Context: an optimization exercise on an open-source flow, tuned for small area and a short achievable clock period. The choices shown serve that exercise and are no tape-out recipe. In this exercise RTL edits were held to simulation tests only and were not proved equivalent to the original.

File: flow/design.v
`default_nettype none
module des(
	input wire clk,
	input wire rst,
	input wire [63:0] id,
	input wire [63:0] key,
	input wire invalid,
	output reg [63:0] od,
	output reg outvalid
);
	reg [31:0] l[0:16];
	reg [31:0] r[0:16];
	reg [31:0] x[0:16];
	reg [27:0] kl[0:16], kr[0:16];
	reg [16:0] valid;
	reg [3:0] sbox0[0:63], sbox1[0:63], sbox2[0:63], sbox3[0:63], sbox4[0:63], sbox5[0:63], sbox6[0:63], sbox7[0:63];
	always @(posedge clk) begin
		l[0] <= {
			id[ 6], id[14], id[22], id[30], id[38], id[46], id[54], id[62],
			id[ 4], id[12], id[20], id[28], id[36], id[44], id[52], id[60],
			id[ 2], id[10], id[18], id[26], id[34], id[42], id[50], id[58],
			id[ 0], id[ 8], id[16], id[24], id[32], id[40], id[48], id[56]
		};
		r[0] <= {
			id[ 7], id[15], id[23], id[31], id[39], id[47], id[55], id[63],
			id[ 5], id[13], id[21], id[29], id[37], id[45], id[53], id[61],
			id[ 3], id[11], id[19], id[27], id[35], id[43], id[51], id[59],
			id[ 1], id[ 9], id[17], id[25], id[33], id[41], id[49], id[57]
		};
		x[0] <= 32'h0;
		kl[0] <= {
			key[ 7], key[15], key[23], key[31], key[39], key[47], key[55],
			key[63], key[ 6], key[14], key[22], key[30], key[38], key[46],
			key[54], key[62], key[ 5], key[13], key[21], key[29], key[37],
			key[45], key[53], key[61], key[ 4], key[12], key[20], key[28]
		};
		kr[0] <= {
			key[ 1], key[ 9], key[17], key[25], key[33], key[41], key[49],
			key[57], key[ 2], key[10], key[18], key[26], key[34], key[42],
			key[50], key[58], key[ 3], key[11], key[19], key[27], key[35],
			key[43], key[51], key[59], key[36], key[44], key[52], key[60]
		};
		valid[0] <= invalid & ~rst;
	end
	wire [63:0] rout = {r[16] ^ x[16], l[16]};
	always @(posedge clk) begin
		od <= {
			rout[24], rout[56], rout[16], rout[48], rout[ 8], rout[40], rout[ 0], rout[32],
			rout[25], rout[57], rout[17], rout[49], rout[ 9], rout[41], rout[ 1], rout[33],
			rout[26], rout[58], rout[18], rout[50], rout[10], rout[42], rout[ 2], rout[34],
			rout[27], rout[59], rout[19], rout[51], rout[11], rout[43], rout[ 3], rout[35],
			rout[28], rout[60], rout[20], rout[52], rout[12], rout[44], rout[ 4], rout[36],
			rout[29], rout[61], rout[21], rout[53], rout[13], rout[45], rout[ 5], rout[37],
			rout[30], rout[62], rout[22], rout[54], rout[14], rout[46], rout[ 6], rout[38],
			rout[31], rout[63], rout[23], rout[55], rout[15], rout[47], rout[ 7], rout[39]
		};
		outvalid <= valid[16] & ~rst;
	end
	genvar i;
	generate
		for(i = 0; i < 16; i = i + 1) begin
			wire [27:0] nkl = (i == 0 || i == 1 || i == 8 || i == 15) ? {kl[i][26:0], kl[i][27]} : {kl[i][25:0], kl[i][27:26]};
			wire [27:0] nkr = (i == 0 || i == 1 || i == 8 || i == 15) ? {kr[i][26:0], kr[i][27]} : {kr[i][25:0], kr[i][27:26]};
			wire [55:0] rkey = {nkl, nkr};
			wire [47:0] subkey = {
				rkey[42], rkey[39], rkey[45], rkey[32], rkey[55], rkey[51], rkey[53],
				rkey[28], rkey[41], rkey[50], rkey[35], rkey[46], rkey[33], rkey[37],
				rkey[44], rkey[52], rkey[30], rkey[48], rkey[40], rkey[49], rkey[29],
				rkey[36], rkey[43], rkey[54], rkey[15], rkey[ 4], rkey[25], rkey[19],
				rkey[ 9], rkey[ 1], rkey[26], rkey[16], rkey[ 5], rkey[11], rkey[23],
				rkey[ 8], rkey[12], rkey[ 7], rkey[17], rkey[ 0], rkey[22], rkey[ 3],
				rkey[10], rkey[14], rkey[ 6], rkey[20], rkey[27], rkey[24]
			};
			wire [31:0] rid = r[i] ^ x[i];
			wire [47:0] idex = {rid[0], rid[31:27], rid[28:23], rid[24:19], rid[20:15], rid[16:11], rid[12:7], rid[8:3], rid[4:0], rid[31]};
			wire [47:0] idxor = idex ^ subkey;
			wire [31:0] foutp = {sbox0[idxor[47:42]], sbox1[idxor[41:36]], sbox2[idxor[35:30]], sbox3[idxor[29:24]], sbox4[idxor[23:18]], sbox5[idxor[17:12]], sbox6[idxor[11:6]], sbox7[idxor[5:0]]};
			wire [31:0] fout = {
				foutp[16], foutp[25], foutp[12], foutp[11], foutp[3], foutp[20], foutp[4], foutp[15],
		 		foutp[31], foutp[17], foutp[9], foutp[6], foutp[27], foutp[14], foutp[1], foutp[22],
				foutp[30], foutp[24], foutp[8], foutp[18], foutp[0], foutp[5], foutp[29], foutp[23],
				foutp[13], foutp[19], foutp[2], foutp[26], foutp[10], foutp[21], foutp[28], foutp[7]
			};
			always @(posedge clk) begin
				kl[i+1] <= nkl;
				kr[i+1] <= nkr;
				l[i+1] <= r[i] ^ x[i];
				r[i+1] <= l[i];
				x[i+1] <= fout;
				valid[i+1] <= valid[i] & ~rst;
			end
		end
	endgenerate
	initial begin
	sbox0[0] = 14;
	sbox0[1] = 0;
	sbox0[2] = 4;
	sbox0[3] = 15;
	sbox0[4] = 13;
	sbox0[5] = 7;
	sbox0[6] = 1;
	sbox0[7] = 4;
	sbox0[8] = 2;
	sbox0[9] = 14;
	sbox0[10] = 15;
	sbox0[11] = 2;
	sbox0[12] = 11;
	sbox0[13] = 13;
	sbox0[14] = 8;
	sbox0[15] = 1;
	sbox0[16] = 3;
	sbox0[17] = 10;
	sbox0[18] = 10;
	sbox0[19] = 6;
	sbox0[20] = 6;
	sbox0[21] = 12;
	sbox0[22] = 12;
	sbox0[23] = 11;
	sbox0[24] = 5;
	sbox0[25] = 9;
	sbox0[26] = 9;
	sbox0[27] = 5;
	sbox0[28] = 0;
	sbox0[29] = 3;
	sbox0[30] = 7;
	sbox0[31] = 8;
	sbox0[32] = 4;
	sbox0[33] = 15;
	sbox0[34] = 1;
	sbox0[35] = 12;
	sbox0[36] = 14;
	sbox0[37] = 8;
	sbox0[38] = 8;
	sbox0[39] = 2;
	sbox0[40] = 13;
	sbox0[41] = 4;
	sbox0[42] = 6;
	sbox0[43] = 9;
	sbox0[44] = 2;
	sbox0[45] = 1;
	sbox0[46] = 11;
	sbox0[47] = 7;
	sbox0[48] = 15;
	sbox0[49] = 5;
	sbox0[50] = 12;
	sbox0[51] = 11;
	sbox0[52] = 9;
	sbox0[53] = 3;
	sbox0[54] = 7;
	sbox0[55] = 14;
	sbox0[56] = 3;
	sbox0[57] = 10;
	sbox0[58] = 10;
	sbox0[59] = 0;
	sbox0[60] = 5;
	sbox0[61] = 6;
	sbox0[62] = 0;
	sbox0[63] = 13;
	sbox1[0] = 15;
	sbox1[1] = 3;
	sbox1[2] = 1;
	sbox1[3] = 13;
	sbox1[4] = 8;
	sbox1[5] = 4;
	sbox1[6] = 14;
	sbox1[7] = 7;
	sbox1[8] = 6;
	sbox1[9] = 15;
	sbox1[10] = 11;
	sbox1[11] = 2;
	sbox1[12] = 3;
	sbox1[13] = 8;
	sbox1[14] = 4;
	sbox1[15] = 14;
	sbox1[16] = 9;
	sbox1[17] = 12;
	sbox1[18] = 7;
	sbox1[19] = 0;
	sbox1[20] = 2;
	sbox1[21] = 1;
	sbox1[22] = 13;
	sbox1[23] = 10;
	sbox1[24] = 12;
	sbox1[25] = 6;
	sbox1[26] = 0;
	sbox1[27] = 9;
	sbox1[28] = 5;
	sbox1[29] = 11;
	sbox1[30] = 10;
	sbox1[31] = 5;
	sbox1[32] = 0;
	sbox1[33] = 13;
	sbox1[34] = 14;
	sbox1[35] = 8;
	sbox1[36] = 7;
	sbox1[37] = 10;
	sbox1[38] = 11;
	sbox1[39] = 1;
	sbox1[40] = 10;
	sbox1[41] = 3;
	sbox1[42] = 4;
	sbox1[43] = 15;
	sbox1[44] = 13;
	sbox1[45] = 4;
	sbox1[46] = 1;
	sbox1[47] = 2;
	sbox1[48] = 5;
	sbox1[49] = 11;
	sbox1[50] = 8;
	sbox1[51] = 6;
	sbox1[52] = 12;
	sbox1[53] = 7;
	sbox1[54] = 6;
	sbox1[55] = 12;
	sbox1[56] = 9;
	sbox1[57] = 0;
	sbox1[58] = 3;
	sbox1[59] = 5;
	sbox1[60] = 2;
	sbox1[61] = 14;
	sbox1[62] = 15;
	sbox1[63] = 9;
	sbox2[0] = 10;
	sbox2[1] = 13;
	sbox2[2] = 0;
	sbox2[3] = 7;
	sbox2[4] = 9;
	sbox2[5] = 0;
	sbox2[6] = 14;
	sbox2[7] = 9;
	sbox2[8] = 6;
	sbox2[9] = 3;
	sbox2[10] = 3;
	sbox2[11] = 4;
	sbox2[12] = 15;
	sbox2[13] = 6;
	sbox2[14] = 5;
	sbox2[15] = 10;
	sbox2[16] = 1;
	sbox2[17] = 2;
	sbox2[18] = 13;
	sbox2[19] = 8;
	sbox2[20] = 12;
	sbox2[21] = 5;
	sbox2[22] = 7;
	sbox2[23] = 14;
	sbox2[24] = 11;
	sbox2[25] = 12;
	sbox2[26] = 4;
	sbox2[27] = 11;
	sbox2[28] = 2;
	sbox2[29] = 15;
	sbox2[30] = 8;
	sbox2[31] = 1;
	sbox2[32] = 13;
	sbox2[33] = 1;
	sbox2[34] = 6;
	sbox2[35] = 10;
	sbox2[36] = 4;
	sbox2[37] = 13;
	sbox2[38] = 9;
	sbox2[39] = 0;
	sbox2[40] = 8;
	sbox2[41] = 6;
	sbox2[42] = 15;
	sbox2[43] = 9;
	sbox2[44] = 3;
	sbox2[45] = 8;
	sbox2[46] = 0;
	sbox2[47] = 7;
	sbox2[48] = 11;
	sbox2[49] = 4;
	sbox2[50] = 1;
	sbox2[51] = 15;
	sbox2[52] = 2;
	sbox2[53] = 14;
	sbox2[54] = 12;
	sbox2[55] = 3;
	sbox2[56] = 5;
	sbox2[57] = 11;
	sbox2[58] = 10;
	sbox2[59] = 5;
	sbox2[60] = 14;
	sbox2[61] = 2;
	sbox2[62] = 7;
	sbox2[63] = 12;
	sbox3[0] = 7;
	sbox3[1] = 13;
	sbox3[2] = 13;
	sbox3[3] = 8;
	sbox3[4] = 14;
	sbox3[5] = 11;
	sbox3[6] = 3;
	sbox3[7] = 5;
	sbox3[8] = 0;
	sbox3[9] = 6;
	sbox3[10] = 6;
	sbox3[11] = 15;
	sbox3[12] = 9;
	sbox3[13] = 0;
	sbox3[14] = 10;
	sbox3[15] = 3;
	sbox3[16] = 1;
	sbox3[17] = 4;
	sbox3[18] = 2;
	sbox3[19] = 7;
	sbox3[20] = 8;
	sbox3[21] = 2;
	sbox3[22] = 5;
	sbox3[23] = 12;
	sbox3[24] = 11;
	sbox3[25] = 1;
	sbox3[26] = 12;
	sbox3[27] = 10;
	sbox3[28] = 4;
	sbox3[29] = 14;
	sbox3[30] = 15;
	sbox3[31] = 9;
	sbox3[32] = 10;
	sbox3[33] = 3;
	sbox3[34] = 6;
	sbox3[35] = 15;
	sbox3[36] = 9;
	sbox3[37] = 0;
	sbox3[38] = 0;
	sbox3[39] = 6;
	sbox3[40] = 12;
	sbox3[41] = 10;
	sbox3[42] = 11;
	sbox3[43] = 1;
	sbox3[44] = 7;
	sbox3[45] = 13;
	sbox3[46] = 13;
	sbox3[47] = 8;
	sbox3[48] = 15;
	sbox3[49] = 9;
	sbox3[50] = 1;
	sbox3[51] = 4;
	sbox3[52] = 3;
	sbox3[53] = 5;
	sbox3[54] = 14;
	sbox3[55] = 11;
	sbox3[56] = 5;
	sbox3[57] = 12;
	sbox3[58] = 2;
	sbox3[59] = 7;
	sbox3[60] = 8;
	sbox3[61] = 2;
	sbox3[62] = 4;
	sbox3[63] = 14;
	sbox4[0] = 2;
	sbox4[1] = 14;
	sbox4[2] = 12;
	sbox4[3] = 11;
	sbox4[4] = 4;
	sbox4[5] = 2;
	sbox4[6] = 1;
	sbox4[7] = 12;
	sbox4[8] = 7;
	sbox4[9] = 4;
	sbox4[10] = 10;
	sbox4[11] = 7;
	sbox4[12] = 11;
	sbox4[13] = 13;
	sbox4[14] = 6;
	sbox4[15] = 1;
	sbox4[16] = 8;
	sbox4[17] = 5;
	sbox4[18] = 5;
	sbox4[19] = 0;
	sbox4[20] = 3;
	sbox4[21] = 15;
	sbox4[22] = 15;
	sbox4[23] = 10;
	sbox4[24] = 13;
	sbox4[25] = 3;
	sbox4[26] = 0;
	sbox4[27] = 9;
	sbox4[28] = 14;
	sbox4[29] = 8;
	sbox4[30] = 9;
	sbox4[31] = 6;
	sbox4[32] = 4;
	sbox4[33] = 11;
	sbox4[34] = 2;
	sbox4[35] = 8;
	sbox4[36] = 1;
	sbox4[37] = 12;
	sbox4[38] = 11;
	sbox4[39] = 7;
	sbox4[40] = 10;
	sbox4[41] = 1;
	sbox4[42] = 13;
	sbox4[43] = 14;
	sbox4[44] = 7;
	sbox4[45] = 2;
	sbox4[46] = 8;
	sbox4[47] = 13;
	sbox4[48] = 15;
	sbox4[49] = 6;
	sbox4[50] = 9;
	sbox4[51] = 15;
	sbox4[52] = 12;
	sbox4[53] = 0;
	sbox4[54] = 5;
	sbox4[55] = 9;
	sbox4[56] = 6;
	sbox4[57] = 10;
	sbox4[58] = 3;
	sbox4[59] = 4;
	sbox4[60] = 0;
	sbox4[61] = 5;
	sbox4[62] = 14;
	sbox4[63] = 3;
	sbox5[0] = 12;
	sbox5[1] = 10;
	sbox5[2] = 1;
	sbox5[3] = 15;
	sbox5[4] = 10;
	sbox5[5] = 4;
	sbox5[6] = 15;
	sbox5[7] = 2;
	sbox5[8] = 9;
	sbox5[9] = 7;
	sbox5[10] = 2;
	sbox5[11] = 12;
	sbox5[12] = 6;
	sbox5[13] = 9;
	sbox5[14] = 8;
	sbox5[15] = 5;
	sbox5[16] = 0;
	sbox5[17] = 6;
	sbox5[18] = 13;
	sbox5[19] = 1;
	sbox5[20] = 3;
	sbox5[21] = 13;
	sbox5[22] = 4;
	sbox5[23] = 14;
	sbox5[24] = 14;
	sbox5[25] = 0;
	sbox5[26] = 7;
	sbox5[27] = 11;
	sbox5[28] = 5;
	sbox5[29] = 3;
	sbox5[30] = 11;
	sbox5[31] = 8;
	sbox5[32] = 9;
	sbox5[33] = 4;
	sbox5[34] = 14;
	sbox5[35] = 3;
	sbox5[36] = 15;
	sbox5[37] = 2;
	sbox5[38] = 5;
	sbox5[39] = 12;
	sbox5[40] = 2;
	sbox5[41] = 9;
	sbox5[42] = 8;
	sbox5[43] = 5;
	sbox5[44] = 12;
	sbox5[45] = 15;
	sbox5[46] = 3;
	sbox5[47] = 10;
	sbox5[48] = 7;
	sbox5[49] = 11;
	sbox5[50] = 0;
	sbox5[51] = 14;
	sbox5[52] = 4;
	sbox5[53] = 1;
	sbox5[54] = 10;
	sbox5[55] = 7;
	sbox5[56] = 1;
	sbox5[57] = 6;
	sbox5[58] = 13;
	sbox5[59] = 0;
	sbox5[60] = 11;
	sbox5[61] = 8;
	sbox5[62] = 6;
	sbox5[63] = 13;
	sbox6[0] = 4;
	sbox6[1] = 13;
	sbox6[2] = 11;
	sbox6[3] = 0;
	sbox6[4] = 2;
	sbox6[5] = 11;
	sbox6[6] = 14;
	sbox6[7] = 7;
	sbox6[8] = 15;
	sbox6[9] = 4;
	sbox6[10] = 0;
	sbox6[11] = 9;
	sbox6[12] = 8;
	sbox6[13] = 1;
	sbox6[14] = 13;
	sbox6[15] = 10;
	sbox6[16] = 3;
	sbox6[17] = 14;
	sbox6[18] = 12;
	sbox6[19] = 3;
	sbox6[20] = 9;
	sbox6[21] = 5;
	sbox6[22] = 7;
	sbox6[23] = 12;
	sbox6[24] = 5;
	sbox6[25] = 2;
	sbox6[26] = 10;
	sbox6[27] = 15;
	sbox6[28] = 6;
	sbox6[29] = 8;
	sbox6[30] = 1;
	sbox6[31] = 6;
	sbox6[32] = 1;
	sbox6[33] = 6;
	sbox6[34] = 4;
	sbox6[35] = 11;
	sbox6[36] = 11;
	sbox6[37] = 13;
	sbox6[38] = 13;
	sbox6[39] = 8;
	sbox6[40] = 12;
	sbox6[41] = 1;
	sbox6[42] = 3;
	sbox6[43] = 4;
	sbox6[44] = 7;
	sbox6[45] = 10;
	sbox6[46] = 14;
	sbox6[47] = 7;
	sbox6[48] = 10;
	sbox6[49] = 9;
	sbox6[50] = 15;
	sbox6[51] = 5;
	sbox6[52] = 6;
	sbox6[53] = 0;
	sbox6[54] = 8;
	sbox6[55] = 15;
	sbox6[56] = 0;
	sbox6[57] = 14;
	sbox6[58] = 5;
	sbox6[59] = 2;
	sbox6[60] = 9;
	sbox6[61] = 3;
	sbox6[62] = 2;
	sbox6[63] = 12;
	sbox7[0] = 13;
	sbox7[1] = 1;
	sbox7[2] = 2;
	sbox7[3] = 15;
	sbox7[4] = 8;
	sbox7[5] = 13;
	sbox7[6] = 4;
	sbox7[7] = 8;
	sbox7[8] = 6;
	sbox7[9] = 10;
	sbox7[10] = 15;
	sbox7[11] = 3;
	sbox7[12] = 11;
	sbox7[13] = 7;
	sbox7[14] = 1;
	sbox7[15] = 4;
	sbox7[16] = 10;
	sbox7[17] = 12;
	sbox7[18] = 9;
	sbox7[19] = 5;
	sbox7[20] = 3;
	sbox7[21] = 6;
	sbox7[22] = 14;
	sbox7[23] = 11;
	sbox7[24] = 5;
	sbox7[25] = 0;
	sbox7[26] = 0;
	sbox7[27] = 14;
	sbox7[28] = 12;
	sbox7[29] = 9;
	sbox7[30] = 7;
	sbox7[31] = 2;
	sbox7[32] = 7;
	sbox7[33] = 2;
	sbox7[34] = 11;
	sbox7[35] = 1;
	sbox7[36] = 4;
	sbox7[37] = 14;
	sbox7[38] = 1;
	sbox7[39] = 7;
	sbox7[40] = 9;
	sbox7[41] = 4;
	sbox7[42] = 12;
	sbox7[43] = 10;
	sbox7[44] = 14;
	sbox7[45] = 8;
	sbox7[46] = 2;
	sbox7[47] = 13;
	sbox7[48] = 0;
	sbox7[49] = 15;
	sbox7[50] = 6;
	sbox7[51] = 12;
	sbox7[52] = 10;
	sbox7[53] = 9;
	sbox7[54] = 13;
	sbox7[55] = 0;
	sbox7[56] = 15;
	sbox7[57] = 3;
	sbox7[58] = 3;
	sbox7[59] = 5;
	sbox7[60] = 5;
	sbox7[61] = 6;
	sbox7[62] = 8;
	sbox7[63] = 11;
	end
endmodule
File: flow/run.sh
#!/bin/bash
# synth_recipe.tcl (not shown) runs the flow's synth.tcl, then flattens the netlist and writes it again
# the make line also repeats each setting of config.mk as NAME=value (left out here)
make -C /OpenROAD-flow-scripts/flow DESIGN_CONFIG=/design/flow/config.mk WORK_HOME=/design/flow/orfs CLKGATE_MAP_FILE= SYNTH_SCRIPT=/design/flow/synth_recipe.tcl finish
File: flow/config.mk
export PLATFORM = sky130hd
export DESIGN_NAME = des
export DESIGN_NICKNAME = des
export VERILOG_FILES = /design/flow/design.v
export SDC_FILE = /design/flow/constraint.sdc
export NUM_CORES = 4
export LEC_CHECK = 0
export CAP_MARGIN = 20
export CORE_MARGIN = 2
export CORE_UTILIZATION = 40
export PLACE_DENSITY = 0.6
export SLEW_MARGIN = 20
File: flow/constraint.sdc
create_clock -name core_clock -period 3.3 [get_ports {clk}]
set_input_delay 0.6600 -clock core_clock [delete_from_list [all_inputs] [get_ports {clk}]]
set_output_delay 0.6600 -clock core_clock [all_outputs]
set_load 0.01 [all_outputs]
==> summary.txt <==
[worst paths after layout]
path	endpoint	cells after the start
max	x[9][23]	8
min	kl[0][21]	1
max reg2reg	x[9][23]	8
min reg2reg	r[9][0]	0
[stage by stage]
stage	instances	setup WS, ns
after detailed placement	19250	0.2501
after global placement	19250	0.3322
after global routing	19850	0.1382
after floorplan	14360	0.5657
after CTS	19760	0.2139
final	19860	0.2101
[routing by layer]
layer  track usage  routed length [µm]
met5             0                   0
met4        0.1842               41420
met3       0.01965               18760
met2        0.3461              197700
met1        0.2602              171500
[worst max-delay path, stage by stage (launching register included)]
cell and delay [ns]:
dfxtp_1 0.61, xnor3_1 0.61, ha_1 0.49, inv_1 0.17, nand2_1 0.12, nand2_1 0.07
mux4_2 0.46, o22ai_1 0.29, buf_4 0.18
[sequential cells by signal (all words and copies together), names as in the netlist]
name      flops
kl          444
kr          444
l           544
od           64
outvalid      1
r           544
valid        17
x           512
[cells in the final DEF, fill, tap and decap left out, types with 55 or more instances in the layout]
master / count
dfxtp_1: 2570
ha_1: 959
nor2_1: 957
nand2_1: 920
inv_1: 736
mux2i_1: 669
xor2_1: 609
o21ai_0: 594
a21oi_1: 552
mux4_2: 531
xnor2_1: 451
buf_4: 443
a211oi_1: 396
xnor3_1: 379
xor3_1: 362
o211ai_1: 335
nor3_1: 305
nand3_1: 303
clkbuf_16: 296
a31oi_1: 210
clkdlybuf4s50_1: 187
o221ai_1: 121
o311ai_0: 111
mux2_2: 107
diode_2: 96
a311oi_1: 93
o31ai_1: 86
a21o_1: 77
a221oi_1: 74
or3_1: 68
o2111ai_1: 66
o22ai_1: 65
nand2b_1: 56
a211o_1: 55
[layout make-up]
type,instances,area [µm²],share of cell area
well taps,5016,6276,0.03684
clock buffers,369,8021,0.04709
repair buffers,631,5218,0.03063
clock inverters,141,1901,0.01116
diodes,96,240.2,0.001410
multi-input cells,10270,94360,0.5539
flip-flops and latches,2570,51450,0.3020
inverters,768,2883,0.01692
[logic make-up (layout without fill, tap and decap cells)]
logic type / Yosys count / in the layout / synth area share
compound gates: 3324 / 3324 / 0.1519
xor+xnor: 1828 / 1828 / 0.1772
fa+ha+maj: 959 / 959 / 0.07910
buf+inv: 1526 / 1909 / 0.03926
flops: 2570 / 2570 / 0.3392
mux: 1311 / 1311 / 0.1316
other cells: 0 / 96 / 0
simple gates: 2845 / 2845 / 0.08178
==> results.ini <==
[synthesis]
synth_nets=15450
avgSynthCellArea_um2=10.56
synth_commonest_cells=dfxtp_1, ha_1, nor2_1, nand2_1, inv_1
netlist.area_leader.share=0.3392
yosysSeqAreaShare=0.3392
syn-cell-area_um2=151700
synth-seq-cells=2570
async_flop_share=0
postSynthCellCount=14360
synth_ff_type=dfxtp_1
synth-edff-count=0
synth_cell_type_count=87
synthTopCellsByArea=dfxtp_1, ha_1, mux4_2, xor3_1, xnor3_1
synth.most_common_cell=dfxtp_1
yosys.area.top_type=dfxtp_1
yosys_warnings=6

[global_routing]
grt_overflow_total=0
gr-usage-all-layers=0.2151
antenna_found_initial=30
grt_first_pass_wirelength_um=639300
grt_max_degree=31
grt_pass1_vias=102100

[clock_tree]
cts_setup_buffers=0
worst_skew_pair.late_latency_ns=0.93
clock_path_buffers=4
path_clk_slew_ns=0.06
clock-sinks=2570
clock-root-buffer=clkbuf_16
cts_tree=built
hold_buffers=0
numCtsBuffers=283
cts-resized-gates=0
cts-htree-levels=5

[setup_path]
cp.required_ns=4.13
critical_path_class=flip-flop to flip-flop
crit_path_end_kind=flip-flop
worstSetupStartpointType=flip-flop
r2r-start=x[8][28]
worstPathArrival_ns=3.92
cp_max_fo=8
worstSetupStartpoint=x[8][28]
ff2ff_setup_slack_ns=0.21

[placed_design]
numPortBuffers=187
place_hpwl_um=333500
placed_area_um2=160200
globalplace.congestion=0.9392

[drt]
routed_wl_um=429400
dr_total_vias=110400
ant_nets=0
first_iter_violations=10080
drc=0
avgRoutedWirePerCell_um=21.62
dr.pass1.iters=6
viasPerCell=5.557

[sta]
post-route-min-period_ns=3.090
maxSlewViolCount=0
min_period_over_period=0.9363
hold_violations=0
holdWs_ns=0.1817
max_freq_ghz=0.3236
slew_headroom=0.2803
setup_violations=0
worstMarginPinSlew_ns=1.072
setup_tns_ns=0
skew_ns=0.04596
rsz0062_at_grt=no

[job]
cap_violations=0

[floorplanning]
core_area_um2=378300
placementRows=226
die_x_um=619.8
ios=196
die_h_um=619.8
start_util=0.4010
die-area_um2=384200

[worst_hold_path]
hold_start=key[55]
hold_path.class=input port to flip-flop

[run_status]
status=timing/DRC/antenna clean

[layout]
fill_cells=35150
stdcell_area_um2=170300
layout-drive-gt1-share=0.1132
post-route-util=0.4502
syn_to_final_growth_pct=12.29
nets=15610

[static timing again, ports no longer ideal]
The results above use ideal ports. As a check the final layout listed here was re-extracted and re-timed, cells and wires unchanged.
Step 1: set_driving_cell puts a clkbuf_16 on clk and a buf_2 on each other input, an assumption about the parent block.
Step 2 moves the port delays by t, midway between the first and last clock arrival at a register: inputs arrive t later, outputs are due t later. That takes back most of the time a late clock gives input paths.
Three values: ideal ports, drivers, drivers and shift; two values: the first two.
t (ns): 1.006
slack for setup (ns): 0.210 / 0.210 / 0.210
worst setup path after step 2: register to register
slew at the worst register clock pin (ns): 0.07 / 0.07
After both steps setup and hold are still met in this run. For this run, drivers alone change the setup slack by 0.000 ns; drivers and shift together by 0.000 ns.
